What follows belongs to an exercise in optimizing a design on an open flow for small area; a production flow would make more cautious choices. Only simulation tests tie the RTL to the original design; equivalence was not proved.

==> flow/design.v, too long to show whole: its modules and the start of the top module <==
// module algorithm_core: 1693 lines
// module algorithm_top: 21 lines
module algorithm_top (
  input  logic        clk,
  input  logic        rst_n,
  input  logic        s_valid,
  output logic        s_ready,
  input  logic [11:0] s_data,
  output logic        m_valid,
  input  logic        m_ready,
  output logic [15:0] m_data
);
  // ...
==> flow/flow/run.sh <==
#!/bin/bash
# Own layout flow: the standard synthesis, then a netlist clean-up (flow/netopt.py:
# history-register input muxes as a22o cells, fewer inverters around full adders),
# then the standard layout steps with a leaner clock tree.
set -euo pipefail
HERE=$(pwd)
R=$HERE/orfs/results/sky130hd/algorithm_top/base
CTS="CTS_ARGS=-sink_clustering_enable -repair_clock_nets -dont_use_dummy_load -sink_clustering_size 20 -sink_clustering_max_diameter 40 -buf_list sky130_fd_sc_hd__clkbuf_8 -root_buf sky130_fd_sc_hd__clkbuf_16"
bash standard.sh synth > synth_std.log 2>&1
cp $R/1_2_yosys.v $HERE/1_2_yosys.std.v
python3 flow/netopt.py $HERE/1_2_yosys.std.v $R/1_2_yosys.v > netopt.log 2>&1
rm -f $R/1_synth.odb $R/1_synth.sdc
bash standard.sh synth > synth_odb.log 2>&1
bash standard.sh "$CTS" finish > layout.log 2>&1
==> flow/flow/netopt.py <==
#!/usr/bin/env python3
"""Post-synthesis netlist clean-up for a yosys-written flat sky130hd netlist.

Full adders are self-dual: FA(~a,~b,~c) = ~FA(a,b,c) on both outputs.  Synthesis
leaves many inverters around the fa cells; this script chooses, for each fa cell,
whether to run it on the true or the complemented signals so that the number of
inverters needed is smallest, then rebuilds the inverters (at most one per signal).
Registers and ports are not touched."""
import re, sys, random
from collections import defaultdict

SA_STEPS = 3000000
INV = re.compile(r'sky130_fd_sc_hd__(inv|clkinv)_\d+$')
FA = re.compile(r'sky130_fd_sc_hd__fa_\d+$')
OUTPINS = {'X', 'Y', 'Q', 'Q_N', 'SUM', 'COUT', 'HI', 'LO'}

def parse(path):
    txt = open(path).read()
    m = re.search(r'^(.*?\);\n)(.*?)\nendmodule', txt, re.S)
    header, body = m.group(1), m.group(2)
    decls, cells, others, assigns = [], [], [], []
    # split body into statements ending in ';'
    for st in re.finditer(r'\s*(.*?;)', body, re.S):
        s = st.group(1).strip()
        if not s: continue
        if re.match(r'(input|output|inout|wire)\b', s):
            decls.append(s)
            continue
        mm = re.match(r'(sky130_fd_sc_hd__\w+)\s+(\\\S+\s|\S+)\s*\((.*)\)\s*;$', s, re.S)
        if mm:
            pins = {}
            for p in re.finditer(r'\.(\w+)\(\s*((?:\\\S+\s)|[^()\s]+)\s*\)', mm.group(3)):
                pins[p.group(1)] = p.group(2).strip()
            cells.append([mm.group(1), mm.group(2).strip(), pins])
        else:
            ma = re.match(r'assign\s+(\\\S+\s|[^=\s]+)\s*=\s*(\\\S+\s|[^;\s]+)\s*;$', s)
            if ma:
                assigns.append([ma.group(1).strip(), ma.group(2).strip()])
            else:
                others.append(s)
    return header, decls, cells, others, assigns

HMUX = True
FLOP = re.compile(r'sky130_fd_sc_hd__(dfxtp|dfrtp|dfstp|edfxtp|dfxbp|dfrbp|dfsbp|sdf\w*|df\w*)_\d+$')

def hmux(cells):
    """Rebuild the input logic of history registers h1..h15 as a22o(ld, prev, hld, self)."""
    byname = {n: ci for ci, (t, n, p) in enumerate(cells)}
    hq = {}
    for ci, (t, n, p) in enumerate(cells):
        m = re.match(r'\\u_core\.h(\d+)\[(\d+)\]\$_DFF_P_$', n)
        if m and t.startswith('sky130_fd_sc_hd__dfxtp'):
            hq[(int(m.group(1)), int(m.group(2)))] = ci
    clr = [ci for ci, (t, n, p) in enumerate(cells) if n.startswith('\\u_core.clr_q$')]
    if len(hq) != 15 * 12 or len(clr) != 1:
        print(f"netopt: hmux pattern not found ({len(hq)} regs, {len(clr)} clr), skipped", file=sys.stderr)
        return cells
    clrq = cells[clr[0]][2]['Q']
    for i in range(16):
        for j in range(12):
            if i >= 1 and (i, j) not in hq: return cells
    qn = {k: cells[ci][2]['Q'] for k, ci in hq.items()}
    h0 = {}
    for ci, (t, n, p) in enumerate(cells):
        m = re.match(r'\\u_core\.h0\[(\d+)\]\$', n)
        if m: h0[int(m.group(1))] = p['Q']
    if len(h0) != 12:
        print("netopt: h0 not found, hmux skipped", file=sys.stderr); return cells
    for j in range(12): qn[(0, j)] = h0[j]
    new = [list(c) for c in cells]
    new.append(['sky130_fd_sc_hd__nor2b_1', '_hm_ld_', {'A': clrq, 'B_N': 's_valid', 'Y': '_hm_ld_n_'}])
    new.append(['sky130_fd_sc_hd__inv_1', '_hm_hld_', {'A': 's_valid', 'Y': '_hm_hld_n_'}])
    for (i, j), ci in hq.items():
        d = f"_hm_d_{i}_{j}_"
        new[ci][2] = dict(new[ci][2]); new[ci][2]['D'] = d
        new.append(['sky130_fd_sc_hd__a22o_1', f"_hm_m_{i}_{j}_", {'A1': '_hm_ld_n_', 'A2': qn[(i - 1, j)], 'B1': '_hm_hld_n_', 'B2': qn[(i, j)], 'X': d}])
    # dead-code elimination of combinational cells
    ports = PORTS_OUT
    while True:
        used = set(ports)
        for t, n, p in new:
            for k, v in p.items():
                if k not in OUTPINS: used.add(v)
        keep = []
        removed = 0
        for c in new:
            t, n, p = c
            outs = [v for k, v in p.items() if k in OUTPINS]
            if not FLOP.match(t) and outs and not any(o in used for o in outs) and not t.startswith('sky130_fd_sc_hd__conb'):
                removed += 1; continue
            keep.append(c)
        new = keep
        if not removed: break
    print(f"netopt: hmux rebuilt {len(hq)} register inputs; cells {len(cells)} -> {len(new)}", file=sys.stderr)
    return new

PORTS_OUT = set()

def main(inp, outp, seed=1):
    header, decls, cells, others, assigns = parse(inp)
    if others:
        print("netopt: unhandled statements, leaving netlist unchanged:", others[:3], file=sys.stderr)
        open(outp, 'w').write(open(inp).read()); return
    global PORTS_OUT
    po = set()
    for s_ in decls:
        mm = re.match(r'output\s+(\[(\d+):(\d+)\]\s+)?(\S+);', s_)
        if mm:
            if mm.group(1):
                for i in range(int(mm.group(3)), int(mm.group(2)) + 1): po.add(f"{mm.group(4)}[{i}]")
            else: po.add(mm.group(4))
    PORTS_OUT = po | set(a_[1] for a_ in assigns)
    if HMUX:
        cells = hmux(cells)
    driver = {}
    for ci, (t, n, pins) in enumerate(cells):
        for p, net in pins.items():
            if p in OUTPINS: driver[net] = (ci, p)
    # resolve inverter chains: net -> (base net, parity)
    base = {}
    def res(net):
        if net in base: return base[net]
        d = driver.get(net)
        if d and INV.match(cells[d[0]][0]):
            b, p = res(cells[d[0]][2]['A'])
            base[net] = (b, p ^ 1)
        else:
            base[net] = (net, 0)
        return base[net]
    ports_out = set()
    for s in decls:
        mm = re.match(r'output\s+(\[(\d+):(\d+)\]\s+)?(\S+);', s)
        if mm:
            if mm.group(1):
                for i in range(int(mm.group(3)), int(mm.group(2)) + 1): ports_out.add(f"{mm.group(4)}[{i}]")
            else: ports_out.add(mm.group(4))
    fa_ids = [ci for ci, c in enumerate(cells) if FA.match(c[0])]
    isfa = set(fa_ids)
    # consumers: list of (cell, pin, base, parity)
    uses = defaultdict(list)   # base -> list of (ci, pin, parity)
    for ci, (t, n, pins) in enumerate(cells):
        if INV.match(t): continue
        for p, net in pins.items():
            if p in OUTPINS: continue
            b, par = res(net)
            uses[b].append((ci, p, par))
    # output ports fed by inverters are consumers too
    port_use = {}
    for pn in ports_out:
        b, par = res(pn)
        if b != pn:
            uses[b].append((None, pn, par))
    for a_ in assigns:
        b, par = res(a_[1])
        uses[b].append((None, 'assign', par))
    # frozen fa: outputs that are ports or assign sources
    frozen = set()
    for a_ in assigns:
        b, par = res(a_[1])
        d = driver.get(b)
        if d and d[0] in isfa: frozen.add(d[0])
    for ci in fa_ids:
        for p in ('SUM', 'COUT'):
            if cells[ci][2].get(p) in ports_out: frozen.add(ci)
    flip = defaultdict(int)
    def dflip(b):
        d = driver.get(b)
        return flip[d[0]] if d and d[0] in isfa else 0
    def cost_base(b):
        fd = dflip(b)
        need = False
        for (ci, p, par) in uses[b]:
            fc = flip[ci] if ci in isfa else 0
            if fd ^ par ^ fc: return 1
        return 0
    # bases touching each fa
    touch = defaultdict(set)
    for b, us in uses.items():
        d = driver.get(b)
        if d and d[0] in isfa: touch[d[0]].add(b)
        for (ci, p, par) in us:
            if ci in isfa: touch[ci].add(b)
    def total():
        return sum(cost_base(b) for b in uses)
    c0 = total()
    rng = random.Random(seed)
    improved = True; it = 0
    while improved and it < 50:
        improved = False; it += 1
        order = fa_ids[:]; rng.shuffle(order)
        for ci in order:
            if ci in frozen: continue
            bs = touch[ci]
            before = sum(cost_base(b) for b in bs)
            flip[ci] ^= 1
            after = sum(cost_base(b) for b in bs)
            if after < before: improved = True
            elif after == before and rng.random() < 0.3: pass
            else: flip[ci] ^= 1
    # simulated annealing on top of the greedy result
    import math
    cur = total()
    best = cur; bestflip = dict(flip)
    movable = [ci for ci in fa_ids if ci not in frozen]
    steps = SA_STEPS
    for k in range(steps):
        T = 2.0 * (1 - k / steps) + 0.05
        ci = rng.choice(movable)
        bs = touch[ci]
        before = sum(cost_base(b) for b in bs)
        flip[ci] ^= 1
        after = sum(cost_base(b) for b in bs)
        dlt = after - before
        if dlt <= 0 or rng.random() < math.exp(-dlt / T):
            cur += dlt
            if cur < best: best = cur; bestflip = dict(flip)
        else:
            flip[ci] ^= 1
    flip.clear(); flip.update(bestflip)
    c1 = total()
    # rebuild
    new_cells = []
    invnet = {}
    extra_wires = []
    cnt = [0]
    def inverted(b):
        if b not in invnet:
            cnt[0] += 1
            nn = f"_netopt_inv{cnt[0]}_"
            extra_wires.append(nn)
            new_cells.append(['sky130_fd_sc_hd__inv_1', f"_netopt_i{cnt[0]}_", {'A': b, 'Y': nn}])
            invnet[b] = nn
        return invnet[b]
    for ci, (t, n, pins) in enumerate(cells):
        if INV.match(t):
            # keep inverters that drive an output port directly (rebuilt below)
            continue
        fc = flip[ci] if ci in isfa else 0
        np_ = {}
        for p, net in pins.items():
            if p in OUTPINS:
                np_[p] = net; continue
            b, par = res(net)
            if dflip(b) ^ par ^ fc: np_[p] = inverted(b)
            else: np_[p] = b
        new_cells.append([t, n, np_])
    # output ports that were driven by inverters
    for pn in ports_out:
        b, par = res(pn)
        if b == pn: continue
        if dflip(b) ^ par:
            cnt[0] += 1
            new_cells.append(['sky130_fd_sc_hd__inv_1', f"_netopt_i{cnt[0]}_", {'A': b, 'Y': pn}])
        else:
            cnt[0] += 1
            new_cells.append(['sky130_fd_sc_hd__buf_1', f"_netopt_b{cnt[0]}_", {'A': b, 'X': pn}])
    new_assigns = []
    for lhs, rhs in assigns:
        b, par = res(rhs)
        if dflip(b) ^ par: new_assigns.append((lhs, inverted(b)))
        else: new_assigns.append((lhs, b))
    ninv_old = sum(1 for c in cells if INV.match(c[0]))
    ninv_new = sum(1 for c in new_cells if INV.match(c[0]))
    print(f"netopt: fa={len(fa_ids)} flipped={sum(flip[c] for c in fa_ids)} cost {c0}->{c1} inverters {ninv_old}->{ninv_new}", file=sys.stderr)
    used = set()
    for t, n, pins in new_cells:
        used.update(pins.values())
    for lhs, rhs in new_assigns:
        used.add(lhs); used.add(rhs)
    out = [header.rstrip('\n')]
    for s in decls:
        mm = re.match(r'wire\s+(\[\d+:\d+\]\s+)?(\\\S+\s|\S+)\s*;', s)
        if mm and not mm.group(1):
            nm = mm.group(2).strip()
            if nm not in used and nm not in ports_out: continue
        out.append("  " + s)
    for w in extra_wires: out.append(f"  wire {w};")
    for t, n, pins in new_cells:
        pl = ",\n".join(f"    .{p}({v}{' ' if v.startswith(chr(92)) else ''})" for p, v in pins.items())
        nn = n + (' ' if n.startswith('\\') else '')
        out.append(f"  {t} {nn} (\n{pl}\n  );")
    for lhs, rhs in new_assigns:
        out.append(f"  assign {lhs}{' ' if lhs.startswith(chr(92)) else ''} = {rhs}{' ' if rhs.startswith(chr(92)) else ''};")
    out.append("endmodule")
    open(outp, 'w').write("\n".join(out) + "\n")

if __name__ == "__main__":
    main(sys.argv[1], sys.argv[2])
==> flow/standard.sh <==
#!/bin/bash
# synth_recipe.tcl (not shown) runs the flow's synth.tcl, then flattens the netlist and writes it again
# the make line also repeats each setting of config.mk as NAME=value (left out here)
make -C /OpenROAD-flow-scripts/flow DESIGN_CONFIG=/design/flow/config.mk WORK_HOME=/design/flow/orfs CLKGATE_MAP_FILE= SYNTH_SCRIPT=/design/flow/synth_recipe.tcl "${@:-finish}"
==> flow/config.mk <==
export PLATFORM = sky130hd
export DESIGN_NAME = algorithm_top
export DESIGN_NICKNAME = algorithm_top
export VERILOG_FILES = /design/flow/design.v
export SDC_FILE = /design/flow/constraint.sdc
export NUM_CORES = 4
export LEC_CHECK = 0
export CAP_MARGIN = 20
export CORE_MARGIN = 2
export CORE_UTILIZATION = 40
export GPL_TIMING_DRIVEN = 0
export SLEW_MARGIN = 20
==> flow/constraint.sdc <==
create_clock -name core_clock -period 6.0 [get_ports {clk}]
set_input_delay 1.2000 -clock core_clock [delete_from_list [all_inputs] [get_ports {clk}]]
set_output_delay 1.2000 -clock core_clock [all_outputs]
set_load 0.01 [all_outputs]
==> out/qor.yml, run 1 <==
status:
  outcome: "finished clean"
route:
  firstDrtPassIters: 5
  top_signal_layer_used: "met4"
  route.detailed.drc: 0
  ant_nets: 0
floorplanning:
  tap_cells: 748
  die_y_microns: 240
  die-area_sq_mm: 0.0576
clocking:
  cts-root-buf: "clkbuf_16"
  cts_tree: "yes"
  cts_resized: 26
  numCtsBuffers: 41
  clkLatencyLatePin_ns: 0.56
layout:
  multi_input_area_sq_mm: 0.0169
  multi_input_cells: 984
  diodes: 0
  area_growth_syn_to_layout_pct: 9.44
  multi_input_area_share: 0.693
  buffers: 55
placement:
  dp_hpwl_microns: 59900
  postPlaceCellArea_sq_mm: 0.0237
worst_setup_path:
  worstPathCellList: "fa_1, fa_1, fa_1, fa_1, fa_1, fa_1, fa_1, fa_1, fa_1, fa_1"
  slowest_stage: "dfxtp_1"
  r2r-start: "u_core.h5[6]"
  reg2reg_to: "u_core.s753_q"
  reg2reg_depth: 10
  timing.critical_path.from_type: "flip-flop"
global_route:
  busiest_layer: "met2"
  grt_max_degree: 126
  gr-usage-all-layers: 0.273
  grt_pass1_wl_microns: 105000
timing:
  period_share: 0.983
  worst_slew_pin_slew_ns: 0.938
  post-route-min-period_ns: 5.90
worst_hold_path:
  holdPathStages: 0
  worstHoldStart: "u_core.v1_q"
  hold_class: "reg -> reg"
==> run 2, diff against run 1 <==
==> flow/flow/run.sh (replaced) <==
#!/bin/bash
# Own layout flow: the standard synthesis, then a netlist clean-up that removes
# inverters around full adders (flow/netopt.py), then the standard layout steps.
set -euo pipefail
HERE=$(pwd)
R=$HERE/orfs/results/sky130hd/algorithm_top/base
bash standard.sh synth > synth_std.log 2>&1
cp $R/1_2_yosys.v $HERE/1_2_yosys.std.v
python3 flow/netopt.py $HERE/1_2_yosys.std.v $R/1_2_yosys.v > netopt.log 2>&1
rm -f $R/1_synth.odb $R/1_synth.sdc
bash standard.sh synth > synth_odb.log 2>&1
bash standard.sh > layout.log 2>&1
--- a/flow/flow/netopt.py
+++ b/flow/flow/netopt.py
@@ -42,58 +42,2 @@
 
-HMUX = True
-FLOP = re.compile(r'sky130_fd_sc_hd__(dfxtp|dfrtp|dfstp|edfxtp|dfxbp|dfrbp|dfsbp|sdf\w*|df\w*)_\d+$')
-
-def hmux(cells):
-    """Rebuild the input logic of history registers h1..h15 as a22o(ld, prev, hld, self)."""
-    byname = {n: ci for ci, (t, n, p) in enumerate(cells)}
-    hq = {}
-    for ci, (t, n, p) in enumerate(cells):
-        m = re.match(r'\\u_core\.h(\d+)\[(\d+)\]\$_DFF_P_$', n)
-        if m and t.startswith('sky130_fd_sc_hd__dfxtp'):
-            hq[(int(m.group(1)), int(m.group(2)))] = ci
-    clr = [ci for ci, (t, n, p) in enumerate(cells) if n.startswith('\\u_core.clr_q$')]
-    if len(hq) != 15 * 12 or len(clr) != 1:
-        print(f"netopt: hmux pattern not found ({len(hq)} regs, {len(clr)} clr), skipped", file=sys.stderr)
-        return cells
-    clrq = cells[clr[0]][2]['Q']
-    for i in range(16):
-        for j in range(12):
-            if i >= 1 and (i, j) not in hq: return cells
-    qn = {k: cells[ci][2]['Q'] for k, ci in hq.items()}
-    h0 = {}
-    for ci, (t, n, p) in enumerate(cells):
-        m = re.match(r'\\u_core\.h0\[(\d+)\]\$', n)
-        if m: h0[int(m.group(1))] = p['Q']
-    if len(h0) != 12:
-        print("netopt: h0 not found, hmux skipped", file=sys.stderr); return cells
-    for j in range(12): qn[(0, j)] = h0[j]
-    new = [list(c) for c in cells]
-    new.append(['sky130_fd_sc_hd__nor2b_1', '_hm_ld_', {'A': clrq, 'B_N': 's_valid', 'Y': '_hm_ld_n_'}])
-    new.append(['sky130_fd_sc_hd__inv_1', '_hm_hld_', {'A': 's_valid', 'Y': '_hm_hld_n_'}])
-    for (i, j), ci in hq.items():
-        d = f"_hm_d_{i}_{j}_"
-        new[ci][2] = dict(new[ci][2]); new[ci][2]['D'] = d
-        new.append(['sky130_fd_sc_hd__a22o_1', f"_hm_m_{i}_{j}_", {'A1': '_hm_ld_n_', 'A2': qn[(i - 1, j)], 'B1': '_hm_hld_n_', 'B2': qn[(i, j)], 'X': d}])
-    # dead-code elimination of combinational cells
-    ports = PORTS_OUT
-    while True:
-        used = set(ports)
-        for t, n, p in new:
-            for k, v in p.items():
-                if k not in OUTPINS: used.add(v)
-        keep = []
-        removed = 0
-        for c in new:
-            t, n, p = c
-            outs = [v for k, v in p.items() if k in OUTPINS]
-            if not FLOP.match(t) and outs and not any(o in used for o in outs) and not t.startswith('sky130_fd_sc_hd__conb'):
-                removed += 1; continue
-            keep.append(c)
-        new = keep
-        if not removed: break
-    print(f"netopt: hmux rebuilt {len(hq)} register inputs; cells {len(cells)} -> {len(new)}", file=sys.stderr)
-    return new
-
-PORTS_OUT = set()
-
 def main(inp, outp, seed=1):
@@ -103,13 +47,2 @@
         open(outp, 'w').write(open(inp).read()); return
-    global PORTS_OUT
-    po = set()
-    for s_ in decls:
-        mm = re.match(r'output\s+(\[(\d+):(\d+)\]\s+)?(\S+);', s_)
-        if mm:
-            if mm.group(1):
-                for i in range(int(mm.group(3)), int(mm.group(2)) + 1): po.add(f"{mm.group(4)}[{i}]")
-            else: po.add(mm.group(4))
-    PORTS_OUT = po | set(a_[1] for a_ in assigns)
-    if HMUX:
-        cells = hmux(cells)
     driver = {}
==> out/qor.yml, run 2 <==
clocking:
  clk_pin_slew_ns: 0.06
  clkLatencyLatePin_ns: 0.63  # +0.07 ns
  cts-root-buf: "clkbuf_16"
  htreeDepth: 1
  numCtsBuffers: 30  # -27%
  cts_tree: "yes"
  hold_buffers: 0
  clock_path_buffers: 3
  clkSinkCount: 225
layout:
  regArea_sq_mm: 0.00481
  area_growth_syn_to_layout_pct: 13.5
  multi_input_area_sq_mm: 0.0171  # +1.5%
  final_cell_mix: "719 x fa_1, 216 x inv_1, 185 x nand2_1"
  mostFrequentLayoutCell: "fa_1"
  fill_cells: 5229
  stdcell_count: 2612
  fin_nets: 2605
  drive_gt1_frac: 0.140
  diodes: 0  # unchanged
route:
  route.detailed.drc: 0  # unchanged
  first_iter_violations: 1931
  post_drt_wl_per_cell_microns: 45.1
  wirelength_microns: 118000
  ant_nets: 0  # unchanged
  vias_per_cell: 5.88
  dr_total_vias: 15400
  firstDrtPassIters: 5  # unchanged
placement:
  gp_congestion: 1.06
  place.port_buffers: 31
  dp_hpwl_microns: 98500  # +64%
  dp.cells: 2496
floorplanning:
  dieWidth_microns: 244
  die-area_sq_mm: 0.0594  # +3.2%
  fp-row-count: 87
  die_y_microns: 244  # +1.6%
  pin_count: 34
  start_util: 0.406
  core-area_sq_mm: 0.0566
worst_setup_path:
  cp.arrival_ns: 6.43
  timing.critical_path.from_type: "flip-flop"
  criticalPathCategory: "reg -> reg"
  worstPathRequired_ns: 6.50
  critPathMaxFanout: 4
  cp_common_cell: "fa_1"
  cp-end-kind: "flip-flop"
  worstPathCellList: "inv_1, fa_1, fa_1, fa_1, fa_1, fa_1, fa_1, fa_1, fa_1, fa_2, inv_1, o211ai_1, a21oi_4"
  slowest_stage: "fa_1"
  crit_path_max_incr_delay_ns: 0.59
timing:
  period_share: 0.988  # +0.00524
  fmax_ghz: 0.169
  fin_skew_ns: 0.0270
  drv_slew: 0
  relSlewSlack: 0.128
  hold_viol_final: 0
  finalSetupViolCount: 0
  rsz0062_at_grt: "false"
  post-route-min-period_ns: 5.93  # +0.0314 ns
  worst_slew_pin_slew_ns: 1.31  # +0.370 ns
global_route:
  antenna_found_initial: 2
  grt_pass1_wl_microns: 156000  # +48%
  grt_max_degree: 17  # -87%
  grt-ovfl-total: 0
  gr-usage-all-layers: 0.409  # +0.136
  grt_pass1_vias: 16600
status:
  outcome: "finished clean"
flow_run:
  maxCapViolations: 0
logic_synthesis:
  syn_nets: 2481
  synth_cells: 1709
  syn_area_sq_mm: 0.0230
  yosys_warnings: 1
  postSynthAreaPerCell_sq_um: 13.5
worst_hold_path:
  hold_class: "reg -> reg"
==> run 2: path summary, 6_finish.rpt <==
path / from / endpoint / slack, ns / cells after the start
hold / removal: u_core.v1_q / u_core.v2_q / 0.35 / 0
hold reg to reg: u_core.v1_q / u_core.v2_q / 0.35 / 0
max in group asynchronous: rst_n / u_core.clr_q / 5.02 / 1
min in group asynchronous: rst_n / u_core.v1_q / 0.76 / 1
setup reg to reg: u_core.h12[5] / u_core.c638_q / 0.07 / 13
setup / recovery: u_core.h12[5] / u_core.c638_q / 0.07 / 13
==> run 2: repair_timing <==
action / CTS / global route
setup buffers: 39 / 22
pin swaps: 0 / 4
endpoints found under the setup margin: 8 / 6
resized for setup: 107 / 50
==> run 2: per-layer routing <==
layer  track usage  routed length [microns]  up-vias
met4         0.244                     8980        2
met2         0.596                    51000      986
li1              -                        -     5560
met5             0                       12        -
met1         0.551                    45700     8537
met3         0.110                    12200      270
==> run 2: through the flow <==
stage                     cell area (sq um)  setup TNS, ns  hold slack (ns)  worst slack (ns)   util
after global routing                  26100              0            0.355            0.0125  0.461
after CTS                             25800        -0.0105            0.350           -0.0105  0.456
final                                 26100              0            0.347            0.0701  0.461
after floorplan                       23000              0            0.331             0.493      -
after global placement                24200          -2.23            0.334            -0.908  0.428
after detailed placement              24200          -2.12            0.337            -0.846  0.428
==> run 2: worst max-delay path: cells and delay by family (launching register included) <==
kind,cells,cell delay [ns]
buffers and inverters,2,0.38
adders and majority gates,9,4.53
DFF,1,0.51
AOI/OAI and AO/OA,2,0.39
==> run 2: final cells by class <==
cell class / count / area share
tap: 756 / 0.0362
sequential: 225 / 0.184
multi-input combinational: 1163 / 0.657
clock buffer: 43 / 0.0338
buffer: 74 / 0.0129
inverter: 247 / 0.0398
timing repair buffer: 92 / 0.0304
clock inverter: 12 / 0.00547

static timing again, ports no longer ideal:
No port has a modelled driver above. Below, the same layouts with a new extraction and two added sets of constraints.
Step 1 sets driving cells, clkbuf_16 on the clock port and buf_2 on the other inputs (assumed; they add their load-dependent delay and slew).
Step 2 adds t to the input delays and takes it off the output delays; t is the mean of the earliest and latest rising clock arrival at the registers after step 1. Input paths then give back, and output paths get back, about the clock's delay inside the block.
Slacks: ideal ports / drivers / drivers and shift; pairs: ideal ports / drivers.
| run | t (ns) | slack for setup (ns) | cell pins on the clock port's net |
|---|---|---|---|
| run 1 | 0.575 | 0.102 / 0.102 / 0.102 | 1 |
| run 2 | 0.677 | 0.070 / 0.070 / 0.070 | 1 |
After both steps setup and hold are still met in every run listed.
